Context: an optimization exercise on an open-source flow, tuned for small area. The choices shown serve that exercise and are no tape-out recipe.
The RTL was checked by simulation tests, not by an equivalence proof against the original design.
No activity file was given, so power comes from the tool's default toggle rates.

## flow/design.v (module list and top-level ports; edited modules follow where they fit)
// module M65C02_Core: 8082 lines
module M65C02_Core(Rst, Clk, IRQ_Msk, xIRQ, Int, Vector, Done, SC, Mode, RMW, IntSvc, ISR, MC, MemTyp, Wait, Rdy, IO_Op, AO, DI, DO, A
, X, Y, S, P, PC, IR, OP1, OP2);
  // ...
==> flow/flow/run.sh <==
#!/bin/bash
# Layout flow: the standard flow (standard.sh) with two changes.
#  1. Synthesis is the standard synthesis script (synth_recipe.tcl, which runs
#     ORFS's synth.tcl) except for the ABC script of its final technology
#     mapping, flow/abc_map.script: a mapping with a 3 ns delay target and
#     area recovery instead of ORFS's abc_area.script. Registers, flattening
#     and renaming are those of the standard synthesis.
#  2. The port buffers that global placement inserts on every input and
#     output use the smallest buffer, sky130_fd_sc_hd__buf_1.
set -euo pipefail
HERE=$(pwd)
{
  printf 'proc abc {args} {\n'
  printf '  set i [lsearch -exact $args -script]\n'
  printf '  if {$i >= 0} { lset args [expr {$i + 1}] %s/flow/abc_map.script }\n' "$HERE"
  printf '  yosys abc {*}$args\n'
  printf '}\n'
  cat synth_recipe.tcl
} > my_synth.tcl
sed -e "s#SYNTH_SCRIPT=[^ ]*#SYNTH_SCRIPT=$HERE/my_synth.tcl#" standard.sh > my_standard.sh
grep -q "SYNTH_SCRIPT=$HERE/my_synth.tcl" my_standard.sh
export BUFFER_PORTS_ARGS="-buffer_cell sky130_fd_sc_hd__buf_1"
bash my_standard.sh > standard.log 2>&1
==> flow/flow/abc_map.script <==
strash
dch
map -D 3000
topo
buffer -c
dnsize -c -D 3000
==> flow/standard.sh <==
#!/bin/bash
# synth_recipe.tcl (not shown) runs the flow's synth.tcl, then flattens the netlist and writes it again
# the make line also repeats each setting of config.mk as NAME=value (left out here)
make -C /OpenROAD-flow-scripts/flow DESIGN_CONFIG=/design/flow/config.mk WORK_HOME=/design/flow/orfs CLKGATE_MAP_FILE= SYNTH_SCRIPT=/design/flow/synth_recipe.tcl "${@:-finish}"
==> flow/config.mk <==
export PLATFORM = sky130hd
export DESIGN_NAME = M65C02_Core
export DESIGN_NICKNAME = M65C02_Core
export VERILOG_FILES = /design/flow/design.v
export SDC_FILE = /design/flow/constraint.sdc
export NUM_CORES = 4
export LEC_CHECK = 0
export ABC_AREA = 1
export CAP_MARGIN = 20
export CORE_MARGIN = 2
export CORE_UTILIZATION = 50
export SLEW_MARGIN = 20
export SYNTH_MEMORY_MAX_BITS = 32768
==> flow/constraint.sdc <==
create_clock -name core_clock -period 10.0 [get_ports {Clk}]
set_input_delay 2.0000 -clock core_clock [delete_from_list [all_inputs] [get_ports {Clk}]]
set_output_delay 2.0000 -clock core_clock [all_outputs]
set_load 0.01 [all_outputs]
==> results_tabular.tex, run 1 <==
\begin{tabular}{lr}
\hline
Metric & Value \\
\hline
\multicolumn{2}{l}{\textbf{Layout}} \\
Clk\_buf instances & 17 \\
Fin cells & 2429 \\
Number of nets in the finished design & 2168 \\
Data buffer area share & approximately 7\% \\
Register Area & roughly 0.0032 mm² \\
Share of cell area taken by multi-input logic gates & a little under three fifths \\
Number of combinational gates with multiple inputs & 1423 \\
Most common cell after layout, fill and taps aside & sky130\_fd\_sc\_hd\_\_nand2\_1 \\
Area used by multi-input combinational logic & slightly below 0.008 mm² \\
\multicolumn{2}{l}{\textbf{GRT}} \\
Met2 usage & between 70\% and 80\% \\
Global-route layer with the greatest usage & met2 \\
First-pass GRT wire length & slightly above 90 mm \\
Number of global-route vias before repair & about 15000 \\
\multicolumn{2}{l}{\textbf{Routing}} \\
Via/cell ratio & 6.71 \\
ANT nets after route & 0 \\
Detailed Route WL & between 60 and 70 mm \\
TritonRoute pass-1 iters & 12 \\
Via count of the routed design & 16300 \\
WL met2 & 26.1 mm \\
Met1 wire length & around 21 mm \\
\multicolumn{2}{l}{\textbf{Synth}} \\
Leading cell type by number of instances after synthesis & sky130\_fd\_sc\_hd\_\_nand2\_1 \\
Adder-cell share of the synthesized area & 6.14\% \\
Synth Area in XOR/XNOR & under 10\% \\
\multicolumn{2}{l}{\textbf{Clocking}} \\
Clock input transition at the sequential cells of the worst setup and hold paths & $\sim$0.060 ns \\
Maximum root-to-sink buffer count & 2 \\
\multicolumn{2}{l}{\textbf{Outcome}} \\
Run status & finished clean \\
\multicolumn{2}{l}{\textbf{Timing}} \\
Worst relative slew slack & 29.5\% \\
Final critical delay including setup and external delays & 9.78 ns \\
Final Hold Violating Endpoints & 0 \\
Max Clk Rate & just over 100 MHz \\
Setup-failing EPs final & 0 \\
Worst Setup Slack, final & 0.220 ns \\
Setup TNS & 0 ns \\
Post-Route Skew & 0.0179 ns \\
\multicolumn{2}{l}{\textbf{Pwr}} \\
Static leakage power & about 6 nW \\
Largest power group & the clock network \\
Final total power & about 1.9 mW \\
Sw frac & roughly 40\% \\
Int Pwr & between 1 and 1.5 mW \\
Total power divided by cell area & roughly 140 mW/mm² \\
\multicolumn{2}{l}{\textbf{Floorplan}} \\
Number of rows created at floorplan & 57 \\
Chip height & 160 µm \\
Area of the core & about 0.024 mm² \\
\multicolumn{2}{l}{\textbf{Setup path}} \\
Crit Reg-Reg Endpoint & PC[15]\$\_DFFE\_PN\_ \\
\multicolumn{2}{l}{\textbf{Worst hold path}} \\
Hold endpoint & MC[1]\$\_DFF\_P\_ \\
\hline
\end{tabular}
==> inputs of run 2 (changes only) <==
--- a/flow/config.mk
+++ b/flow/config.mk
@@ -7,7 +7,7 @@
 export LEC_CHECK = 0
 export ABC_AREA = 1
-export CAP_MARGIN = 20
+export CAP_MARGIN = 10
 export CORE_MARGIN = 2
 export CORE_UTILIZATION = 50
-export SLEW_MARGIN = 20
+export SLEW_MARGIN = 10
 export SYNTH_MEMORY_MAX_BITS = 32768
==> run 2 against run 1 <==
Critical path depth stayed put. Sequential share of layout area stayed put. First-iteration DRC count did not move. Cell area is the same. Cell count unchanged. Via count unchanged. Clock-buffer cell count stayed put. Worst setup slack stayed put. Clock power barely moved. Sequential power about the same. Fmax unchanged. Still clean.
==> results_tabular.tex, run 2 <==
\begin{tabular}{lr}
\hline
Metric & Value \\
\hline
\multicolumn{2}{l}{\textbf{Synth}} \\
Most instantiated cells after synthesis & sky130\_fd\_sc\_hd\_\_nand2\_1 (314), sky130\_fd\_sc\_hd\_\_inv\_1 (301), sky130\_fd\_sc\_hd\_\_nor2\_1 (255) \\
Adder-cell share of the synthesized area & 6.14\% (unchanged) \\
Share of flip-flops with an asynchronous set or reset after synthesis & 0\% \\
Prevailing post-synth register cell & sky130\_fd\_sc\_hd\_\_dfxtp\_1 \\
Leading cell type by number of instances after synthesis & sky130\_fd\_sc\_hd\_\_nand2\_1 \\
Synth top area share & roughly 14\% \\
Library cells used by synthesis & 53 \\
Number of enable-type register cells in the synthesized netlist & 48 \\
Number of synthesized register bits & between 100 and 150 \\
Yosys warning total & 1 \\
Combinational family with the most area after synthesis & compound AO/OA/AOI/OAI gates \\
Share of the yosys chip area belonging to registers & between 20\% and 30\% \\
Mean cell area of the mapped netlist & 6.34 µm² \\
Syn\_nets & approximately 2000 \\
Area contributors post-synth & sky130\_fd\_sc\_hd\_\_dfxtp\_1 (14\%), sky130\_fd\_sc\_hd\_\_edfxtp\_1 (12\%), sky130\_fd\_sc\_hd\_\_nand2\_1 (9.6\%) \\
Instance count of the mapped netlist & roughly 1900 \\
Most area-hungry cell type in the Yosys netlist & sky130\_fd\_sc\_hd\_\_dfxtp\_1 \\
Synth Area in XOR/XNOR & 1.22\% (unchanged) \\
Compound-Gate Fraction of Synth Area & between 20 and 30\% \\
Mux share of post-synthesis cell area & 0\% \\
Post-synthesis instance area & roughly 0.012 mm² \\
Post-synthesis simple-gate area fraction & 26.3\% \\
\multicolumn{2}{l}{\textbf{Setup path}} \\
Worst path required time & approximately 8 ns \\
Endpoint class of the critical path & output pin \\
Cell type of the slowest stage on the worst timing path & sky130\_fd\_sc\_hd\_\_fa\_1 \\
Most used cell along the critical path & sky130\_fd\_sc\_hd\_\_fa\_1 \\
Classification of the worst setup path & reg2out \\
Worst Path Arrival & roughly 7.8 ns \\
Top fanout value on the critical path & 11 \\
Critical path's largest stage delay & roughly 0.52 ns \\
CP Launch Type & flop \\
\multicolumn{2}{l}{\textbf{Floorplan}} \\
Ports & 150 \\
Area of the core & 0.0242 mm² (unchanged) \\
Chip height & 160 µm (unchanged) \\
Effective utilization at floorplan & between 50 and 60\% \\
Horizontal die dimension & around 160 µm \\
Number of rows created at floorplan & 57 (unchanged) \\
Die area & approximately 0.026 mm² \\
\multicolumn{2}{l}{\textbf{Pwr}} \\
Static leakage power & 6.06 nW (unchanged) \\
Clock network power share & 36.7\% \\
Net Switching & roughly 770 µW \\
Int Pwr & 1.15 mW (unchanged) \\
Proportion of power drawn by flip-flops and latches & 34.3\% \\
Share of power burned in combinational logic & between 20\% and 30\% \\
Sw frac & 39.9\% (unchanged) \\
Total power divided by cell area & 135 mW/mm² (unchanged) \\
Peak VDD IR & 0.108 mV \\
\multicolumn{2}{l}{\textbf{Placed design}} \\
Number of buffers inserted by port buffering & approximately 150 \\
Instance count after placement with tap cells included & 2389 \\
HPWL reported at the end of detailed placement & 47.1 mm \\
Gp weighted congestion & approximately 1.1 \\
\multicolumn{2}{l}{\textbf{Clocking}} \\
CTS tree & done \\
Maximum root-to-sink buffer count & 2 (unchanged) \\
Clock sink total & 133 \\
Clock insertion delay at the later pin of the skew report & between 0.4 and 0.5 ns \\
Clock input transition at the sequential cells of the worst setup and hold paths & 0.06 ns (about the same) \\
Root Buffer & sky130\_fd\_sc\_hd\_\_clkbuf\_16 \\
Num CTS Buffers & 17 \\
Level count of the clock H-tree & 4 \\
\multicolumn{2}{l}{\textbf{Timing}} \\
Slew Viols, Final & 0 \\
Portion of the clock cycle consumed by the worst path in the final layout & between 90 and 100\% \\
Final Hold Violating Endpoints & 0 (unchanged) \\
Final critical delay including setup and external delays & 9.78 ns (unchanged) \\
Setup-failing EPs final & 0 (unchanged) \\
Max Clk Rate & 102 MHz (unchanged) \\
Slew @ Worst Pin & 1.05 ns \\
Worst relative slew slack & 29.5\% (unchanged) \\
Setup TNS & 0 ns (unchanged) \\
Post-Route Skew & 0.0179 ns (unchanged) \\
Setup repair after global routing missed its margin & true \\
\multicolumn{2}{l}{\textbf{Layout}} \\
Share of post-route cells with drive strength above 1 & between 6 and 7\% \\
Most common cell after layout, fill and taps aside & sky130\_fd\_sc\_hd\_\_nand2\_1 \\
Final core occ & between 50\% and 60\% \\
Regs by FF count & AddrGen\_MAR: 16 flops, AddrGen\_dPC: 16 flops, PC: 16 flops \\
Fin cells & 2429 (unchanged) \\
Most used cells in the layout excluding fill and tap cells & sky130\_fd\_sc\_hd\_\_nand2\_1 (312), sky130\_fd\_sc\_hd\_\_inv\_1 (297), sky130\_fd\_sc\_hd\_\_nor2\_1 (248), sky130\_fd\_sc\_hd\_\_o21ai\_0 (198), sky130\_fd\_sc\_hd\_\_a21oi\_1 (147) \\
Number of nets in the finished design & 2168 (unchanged) \\
Area grow syn2layout & 15.8\% \\
\multicolumn{2}{l}{\textbf{GRT}} \\
Total grt overflow & 0 \\
First-pass GRT wire length & 92.0 mm (unchanged) \\
All-Layer GR Usage & 46.8\% \\
Antenna violations before repair & 4 \\
Largest net degree at the start of global routing & 88 \\
Number of global-route vias before repair & 15500 (unchanged) \\
\multicolumn{2}{l}{\textbf{Routing}} \\
Routed len/inst & roughly 25 µm \\
Via count of the routed design & 16300 (unchanged) \\
Via/cell ratio & 6.71 (unchanged) \\
TritonRoute pass-1 iters & 12 (unchanged) \\
ANT nets after route & 0 (unchanged) \\
DR DRC count & 0 \\
Detailed Route WL & 61.4 mm (unchanged) \\
Detailed router's first-iteration violation count & around 2800 \\
\multicolumn{2}{l}{\textbf{Run}} \\
Number of violations of the max-capacitance limit & 0 \\
\multicolumn{2}{l}{\textbf{Outcome}} \\
Run status & finished clean \\
\multicolumn{2}{l}{\textbf{Worst hold path}} \\
Path type of the worst min-delay path & reg2reg \\
\hline
\end{tabular}
-- run 2: timing repair --
| item | 4_1_cts | 5_1_grt |
|---|---|---|
| hold buffers | 0 | 0 |
| pin swaps | 0 | 8 |
| setup buffers | 1 | 3 |
| setup endpoints to repair | 8 | 9 |
| resized for setup | 6 | 44 |
-- run 2: metrics by stage --
stage	area (µm²)	total power [mW]	setup slack (ns)	hold slack [ns]
6_report	14200	1.92	0.220	0.457
5_1_grt	14100	1.96	-0.152	0.490
4_1_cts	14000	1.87	0.0613	0.458
3_5_place_dp	13300	1.18	-0.0884	0.443
3_3_place_gp	13300	1.17	0.471	0.426
2_1_floorplan	12200	0.968	0.920	0.448
-- run 2: layer usage --
metal / part of all wire [%] / vias to the layer above / global-route usage (%) / routed length (µm)
li1: - / 7003 / - / -
met1: 35 / 7422 / 55.9 / 21300
met2: 43 / 1449 / 72.2 / 26100
met3: 14 / 417 / 13.1 / 8410
met4: 9.0 / 2 / 35.0 / 5510
met5: 0.020 / - / 0 / 12
-- run 2: kinds of logic after synthesis --
kind of cell	count (synthesis)
buf+inv	370
other cells	2
simple gates	768
flops	133
compound gates	585
fa+ha+maj	51
xor+xnor	17
-- run 2: worst max-delay path, delay by kind of cell, from the launching register on --
family	cells	cell delay [ns]
AND/OR/NAND/NOR	6	1.20
flip-flops	1	0.30
adder cells (fa/ha/maj)	7	2.55
AO/OA/AOI/OAI	7	2.08
buffers and inverters	9	1.21
-- run 2: final cells by class --
type / count / area (µm²)
clock inverters: 15 / 204
inverters: 308 / 1160
flip-flops and latches: 133 / 3150
multi-input cells: 1423 / 7800
well taps: 324 / 405
repair buffers: 205 / 995
diodes: 4 / 10.0
fillers: 2409 / 10000
clock buffers: 17 / 425
-- run 2: power by group through the flow --
stage,Combinational (mW),Sequential [mW],Clock (mW)
after floorplan,0.319,0.649,0
after global placement,0.509,0.663,0
after detailed placement,0.518,0.664,0
after CTS,0.523,0.652,0.696
after global routing,0.589,0.658,0.713
final,0.556,0.658,0.704
-- run 2: worst paths after layout --
check | slack, ns | from | cells past startpoint | endpoint
min reg2reg | 0.46 | MC[0]$_SDFF_PP0_ | 1 | MC[1]$_DFF_P_
min | 0.46 | MC[0]$_SDFF_PP0_ | 1 | MC[1]$_DFF_P_
max reg2reg | 1.34 | IR[2]$_SDFFE_PP0P_ | 42 | PC[15]$_DFFE_PN_
max | 0.22 | IR[4]$_SDFFE_PP0P_ | 29 | DO[7]
==> inputs of run 3 (changes only) <==
==> flow/flow/run.sh (replaced) <==
#!/bin/bash
# Layout flow: the standard flow (standard.sh, unchanged synthesis and
# steps), with the port buffers that global placement inserts on every input
# and output made from the smallest buffer, sky130_fd_sc_hd__buf_1, instead of
# the default choice.
set -euo pipefail
export BUFFER_PORTS_ARGS="-buffer_cell sky130_fd_sc_hd__buf_1"
bash standard.sh > standard.log 2>&1
--- a/flow/config.mk
+++ b/flow/config.mk
@@ -7,7 +7,7 @@
 export LEC_CHECK = 0
 export ABC_AREA = 1
-export CAP_MARGIN = 10
+export CAP_MARGIN = 20
 export CORE_MARGIN = 2
 export CORE_UTILIZATION = 50
-export SLEW_MARGIN = 10
+export SLEW_MARGIN = 20
 export SYNTH_MEMORY_MAX_BITS = 32768
removed: flow/flow/abc_map.script
==> run 3 against run 2 <==
Still clean. Critical path depth grew 11. Synthesized area rose by 7.3%. First-iteration DRC count shrank 11%. Synthesized cell count increased by 6.2%. Utilization shrank 2.1 points. Global-route usage fell by 4.1 points. Clock power about the same. Critical endpoint is now AO[11]. Wire length shrank 0.68%. Highest routed layer unchanged. Sequential share of layout area down 0.74 points. Flip-flop and latch count unchanged. Via count decreased by 0.74%.
==> results_tabular.tex, run 3 <==
\begin{tabular}{lr}
\hline
Metric & Value \\
\hline
\multicolumn{2}{l}{\textbf{Outcome}} \\
Run status & finished clean \\
\multicolumn{2}{l}{\textbf{Routing}} \\
Detailed router's first-iteration violation count & 2484 (-11\%) \\
Detailed Route WL & 60.9 mm (-0.68\%) \\
Via/cell ratio & 6.39 (-4.7\%) \\
Routed len/inst & 24.1 µm (-4.7\%) \\
Met3 wirelength from detailed routing & 7.66 mm (-8.9\%) \\
Uppermost layer routed & met5 \\
DR DRC count & 0 (unchanged) \\
WL met2 & 26.1 mm (-0.27\%) \\
TritonRoute pass-1 iters & 6 (-6) \\
Met1 wire length & 22.4 mm (+5.5\%) \\
ANT nets after route & 0 (unchanged) \\
Via count of the routed design & 16200 (-0.74\%) \\
\multicolumn{2}{l}{\textbf{Timing}} \\
Slew Viols, Final & 0 (unchanged) \\
Setup-failing EPs final & 0 (unchanged) \\
Setup TNS & 0 ns (unchanged) \\
Setup repair after global routing missed its margin & false \\
Worst relative slew slack & 29.5\% (about the same) \\
Max Clk Rate & 105 MHz (+2.8\%) \\
Portion of the clock cycle consumed by the worst path in the final layout & 95.1\% (-2.7 points) \\
Final critical delay including setup and external delays & 9.51 ns (-0.267 ns) \\
Final Hold Violating Endpoints & 0 (unchanged) \\
Worst Setup Slack, final & 0.486 ns (+0.267 ns) \\
Slew @ Worst Pin & 1.05 ns (-0.0000682 ns) \\
Post-Route Skew & 0.0201 ns (+0.00226 ns) \\
\multicolumn{2}{l}{\textbf{Floorplan}} \\
Chip height & 166 µm (+3.5\%) \\
Area of the core & 0.0259 mm² (+7.2\%) \\
Effective utilization at floorplan & 50.6\% (+0.065 points) \\
Ports & 150 (unchanged) \\
Number of rows created at floorplan & 59 (+3.5\%) \\
Horizontal die dimension & 166 µm (+3.5\%) \\
Die area & 0.0275 mm² (+7.1\%) \\
\multicolumn{2}{l}{\textbf{Layout}} \\
Number of nets in the finished design & 2261 (+4.3\%) \\
Area grow syn2layout & 11.4\% \\
Post-route design area & 0.0146 mm² (+3.3\%) \\
Regs by FF count & AddrGen\_MAR: 16 flops, AddrGen\_dPC: 16 flops, PC: 16 flops \\
Most common cell after layout, fill and taps aside & sky130\_fd\_sc\_hd\_\_nand2\_1 \\
Most used cells in the layout excluding fill and tap cells & sky130\_fd\_sc\_hd\_\_nand2\_1 (429), sky130\_fd\_sc\_hd\_\_inv\_1 (313), sky130\_fd\_sc\_hd\_\_o21ai\_0 (205), sky130\_fd\_sc\_hd\_\_nor2\_1 (190), sky130\_fd\_sc\_hd\_\_buf\_1 (146) \\
Share of post-route cells with drive strength above 1 & 10.3\% (+3.4 points) \\
\multicolumn{2}{l}{\textbf{Synth}} \\
Share of flip-flops with an asynchronous set or reset after synthesis & 0\% (unchanged) \\
Instance count of the mapped netlist & 2046 (+6.2\%) \\
Most instantiated cells after synthesis & sky130\_fd\_sc\_hd\_\_nand2\_1 (429), sky130\_fd\_sc\_hd\_\_inv\_1 (315), sky130\_fd\_sc\_hd\_\_o21ai\_0 (206) \\
Syn\_nets & 2126 (+6.0\%) \\
Share of the yosys chip area belonging to registers & 24.0\% (-1.8 points) \\
Post-synthesis instance area & 0.0131 mm² (+7.3\%) \\
Library cells used by synthesis & 75 (+42\%) \\
Synth top area share & 13.0\% (-0.95 points) \\
Number of enable-type register cells in the synthesized netlist & 48 (unchanged) \\
Prevailing post-synth register cell & sky130\_fd\_sc\_hd\_\_dfxtp\_1 \\
Yosys warning total & 1 (unchanged) \\
Most area-hungry cell type in the Yosys netlist & sky130\_fd\_sc\_hd\_\_dfxtp\_1 \\
Area contributors post-synth & sky130\_fd\_sc\_hd\_\_dfxtp\_1 (13\%), sky130\_fd\_sc\_hd\_\_nand2\_1 (12\%), sky130\_fd\_sc\_hd\_\_edfxtp\_1 (11\%) \\
Number of synthesized register bits & 133 (unchanged) \\
Mean cell area of the mapped netlist & 6.41 µm² (+1.0\%) \\
Leading cell type by number of instances after synthesis & sky130\_fd\_sc\_hd\_\_nand2\_1 \\
\multicolumn{2}{l}{\textbf{GRT}} \\
Antenna violations before repair & 3 (-1) \\
Total grt overflow & 0 (unchanged) \\
Largest net degree at the start of global routing & 85 (-3.4\%) \\
Number of global-route vias before repair & 15000 (-3.1\%) \\
First-pass GRT wire length & 90.5 mm (-1.6\%) \\
All-Layer GR Usage & 42.8\% (-4.1 points) \\
\multicolumn{2}{l}{\textbf{Setup path}} \\
Critical path's largest stage delay & 0.45 ns (-0.07 ns) \\
Worst path required time & 8.00 ns (about the same) \\
Most used cell along the critical path & sky130\_fd\_sc\_hd\_\_fa\_1 \\
Endpoint class of the critical path & output pin \\
Cell type group with the largest total delay on the critical path & adder cells \\
Worst Path Arrival & 7.51 ns (-0.27 ns) \\
Cell type of the slowest stage on the worst timing path & sky130\_fd\_sc\_hd\_\_dfxtp\_2 \\
Top fanout value on the critical path & 8 (-3) \\
CP Launch Type & flop \\
Buffer and inverter count on the worst path & 9 (unchanged) \\
Classification of the worst setup path & reg2out \\
\multicolumn{2}{l}{\textbf{Placed design}} \\
Number of buffers inserted by port buffering & 147 (unchanged) \\
Dpl cell area & 0.0139 mm² (+4.6\%) \\
Worst slack after detailed placement & 0.755 ns (+0.843 ns) \\
Gp weighted congestion & 1.03 (-3.9\%) \\
HPWL reported at the end of detailed placement & 47.1 mm (about the same) \\
\multicolumn{2}{l}{\textbf{Clocking}} \\
Clock insertion delay at the later pin of the skew report & 0.45 ns (about the same) \\
Clock sink total & 133 (unchanged) \\
CTS tree & done \\
Root Buffer & sky130\_fd\_sc\_hd\_\_clkbuf\_16 \\
Post-CTS Hold Buffers & 0 (unchanged) \\
Num CTS Buffers & 17 (unchanged) \\
Maximum root-to-sink buffer count & 2 (unchanged) \\
Clock input transition at the sequential cells of the worst setup and hold paths & 0.07 ns (about the same) \\
Level count of the clock H-tree & 4 (unchanged) \\
\multicolumn{2}{l}{\textbf{Pwr}} \\
Final total power & 1.93 mW (+0.88\%) \\
Peak VDD IR & 0.0987 mV (-8.4\%) \\
Total power divided by cell area & 132 mW/mm² (-2.3\%) \\
Static leakage power & 6.75 nW (+11\%) \\
\multicolumn{2}{l}{\textbf{Worst hold path}} \\
Path type of the worst min-delay path & reg2reg \\
\multicolumn{2}{l}{\textbf{Run}} \\
Number of violations of the max-capacitance limit & 0 (unchanged) \\
\hline
\end{tabular}
run 3: changes by cell type in the layout (fill, tap and decap cells not counted), moves of 10 or more:
cell                      change
sky130_fd_sc_hd__a22oi_1     -27
sky130_fd_sc_hd__inv_2       +33
sky130_fd_sc_hd__nor2_4      +12
sky130_fd_sc_hd__nand2_1    +117
sky130_fd_sc_hd__nor2_1      -58
sky130_fd_sc_hd__inv_1       +16
sky130_fd_sc_hd__o21ai_1     +27
sky130_fd_sc_hd__a31oi_1     -31
sky130_fd_sc_hd__nand4_1     -10
sky130_fd_sc_hd__nand2_2     +28
sky130_fd_sc_hd__nor2_2      +11
sky130_fd_sc_hd__a21oi_1     -34
sky130_fd_sc_hd__buf_4       -25
sky130_fd_sc_hd__a21oi_2     +10
run 3: cells by family (layout without fill, tap and decap cells):
group	count (synthesis)	in the layout	share of synthesized area (%)
AO/OA/AOI/OAI	542	542	25.1
XOR/XNOR	17	17	1.14
adder cells (fa/ha/maj)	51	51	5.73
buffers and inverters	421	569	13.1
flip-flops	133	133	24.0
other	2	4	0.0573
AND/OR/NAND/NOR	880	880	30.9
run 3: report_power, final:
part | total, mW | leakage, nW | switching (mW) | internal, mW
registers | 0.653 | 1.17 | 0.0489 | 0.604
clock network | 0.707 | 0.309 | 0.321 | 0.386
logic | 0.574 | 5.27 | 0.412 | 0.162
run 3: layer usage:
layer / global-route usage, % / up-vias
met3: 9.08 / 315
li1: - / 7137
met2: 66.1 / 1360
met5: 0 / -
met4: 27.9 / 2
met1: 54.2 / 7358
run 3: worst register-to-register path: cells and delay by family (launching register included):
family | cells | cell delay (ns)
compound gates | 7 | 0.90
flops | 1 | 0.60
simple gates | 30 | 3.63
buf+inv | 4 | 0.51
xor+xnor | 1 | 0.18
fa+ha+maj | 5 | 1.41
run 3: final timing paths:
check	from	end	slack [ns]	depth (start not counted)
setup reg to reg	IR[7]$_SDFFE_PP1P_	PC[15]$_DFFE_PN_	2.53	47
hold / removal	MC[0]$_SDFF_PP0_	MC[1]$_DFF_P_	0.45	1
setup / recovery	MPCv4_PC[1]$_SDFFE_PP0P_	AO[11]	0.49	40
hold reg to reg	MC[0]$_SDFF_PP0_	MC[1]$_DFF_P_	0.45	1
run 3: repair_timing:
action,in CTS,in global routing
gates resized for setup,0,5
setup buffers,0,5
endpoints found under the setup margin,0,7
run 3: final cells by class:
type	instances	area, µm²
inverters	358	1370
repair buffers	179	793
fillers	2614	11300
well taps	335	419
multi-input cells	1492	8260
clock inverters	15	199
diodes	2	5.00
flip-flops and latches	133	3150
clock buffers	17	425
run 3: per-stage QoR:
stage	utilization (%)	std cells	hold slack (ns)
after floorplan	-	2046	0.445
after global placement	53.8	2492	0.422
after detailed placement	53.8	2492	0.435
after CTS	56.2	2524	0.451
after global routing	56.4	2529	0.482
final	56.4	2531	0.446

what the ideal ports hide:
In the flow no input, the clock included, has a driving cell. The finished layouts below were timed again as built, in two steps. Step 1 assumes that a clkbuf_16 drives the clock port and a buf_2 every other input. Step 2 also shifts input and output timing later by t, the mid clock arrival at the registers, as if the neighbouring blocks saw the same clock. Three values: no drivers, after step 1, after step 2; two values: the first two.
run | t, ns | setup slack, ns | hold WS [ns] | clock arrival spread, ns
run 1 | 0.492 | 0.220 / 0.164 / 0.656 | 0.457 / 0.457 / 0.457 | 0.018 / 0.018
run 2 | 0.492 | 0.220 / 0.164 / 0.656 | 0.457 / 0.457 / 0.457 | 0.018 / 0.018
run 3 | 0.492 | 0.486 / 0.432 / 0.924 | 0.446 / 0.446 / 0.446 | 0.020 / 0.020
After both steps every run listed still meets setup and hold.
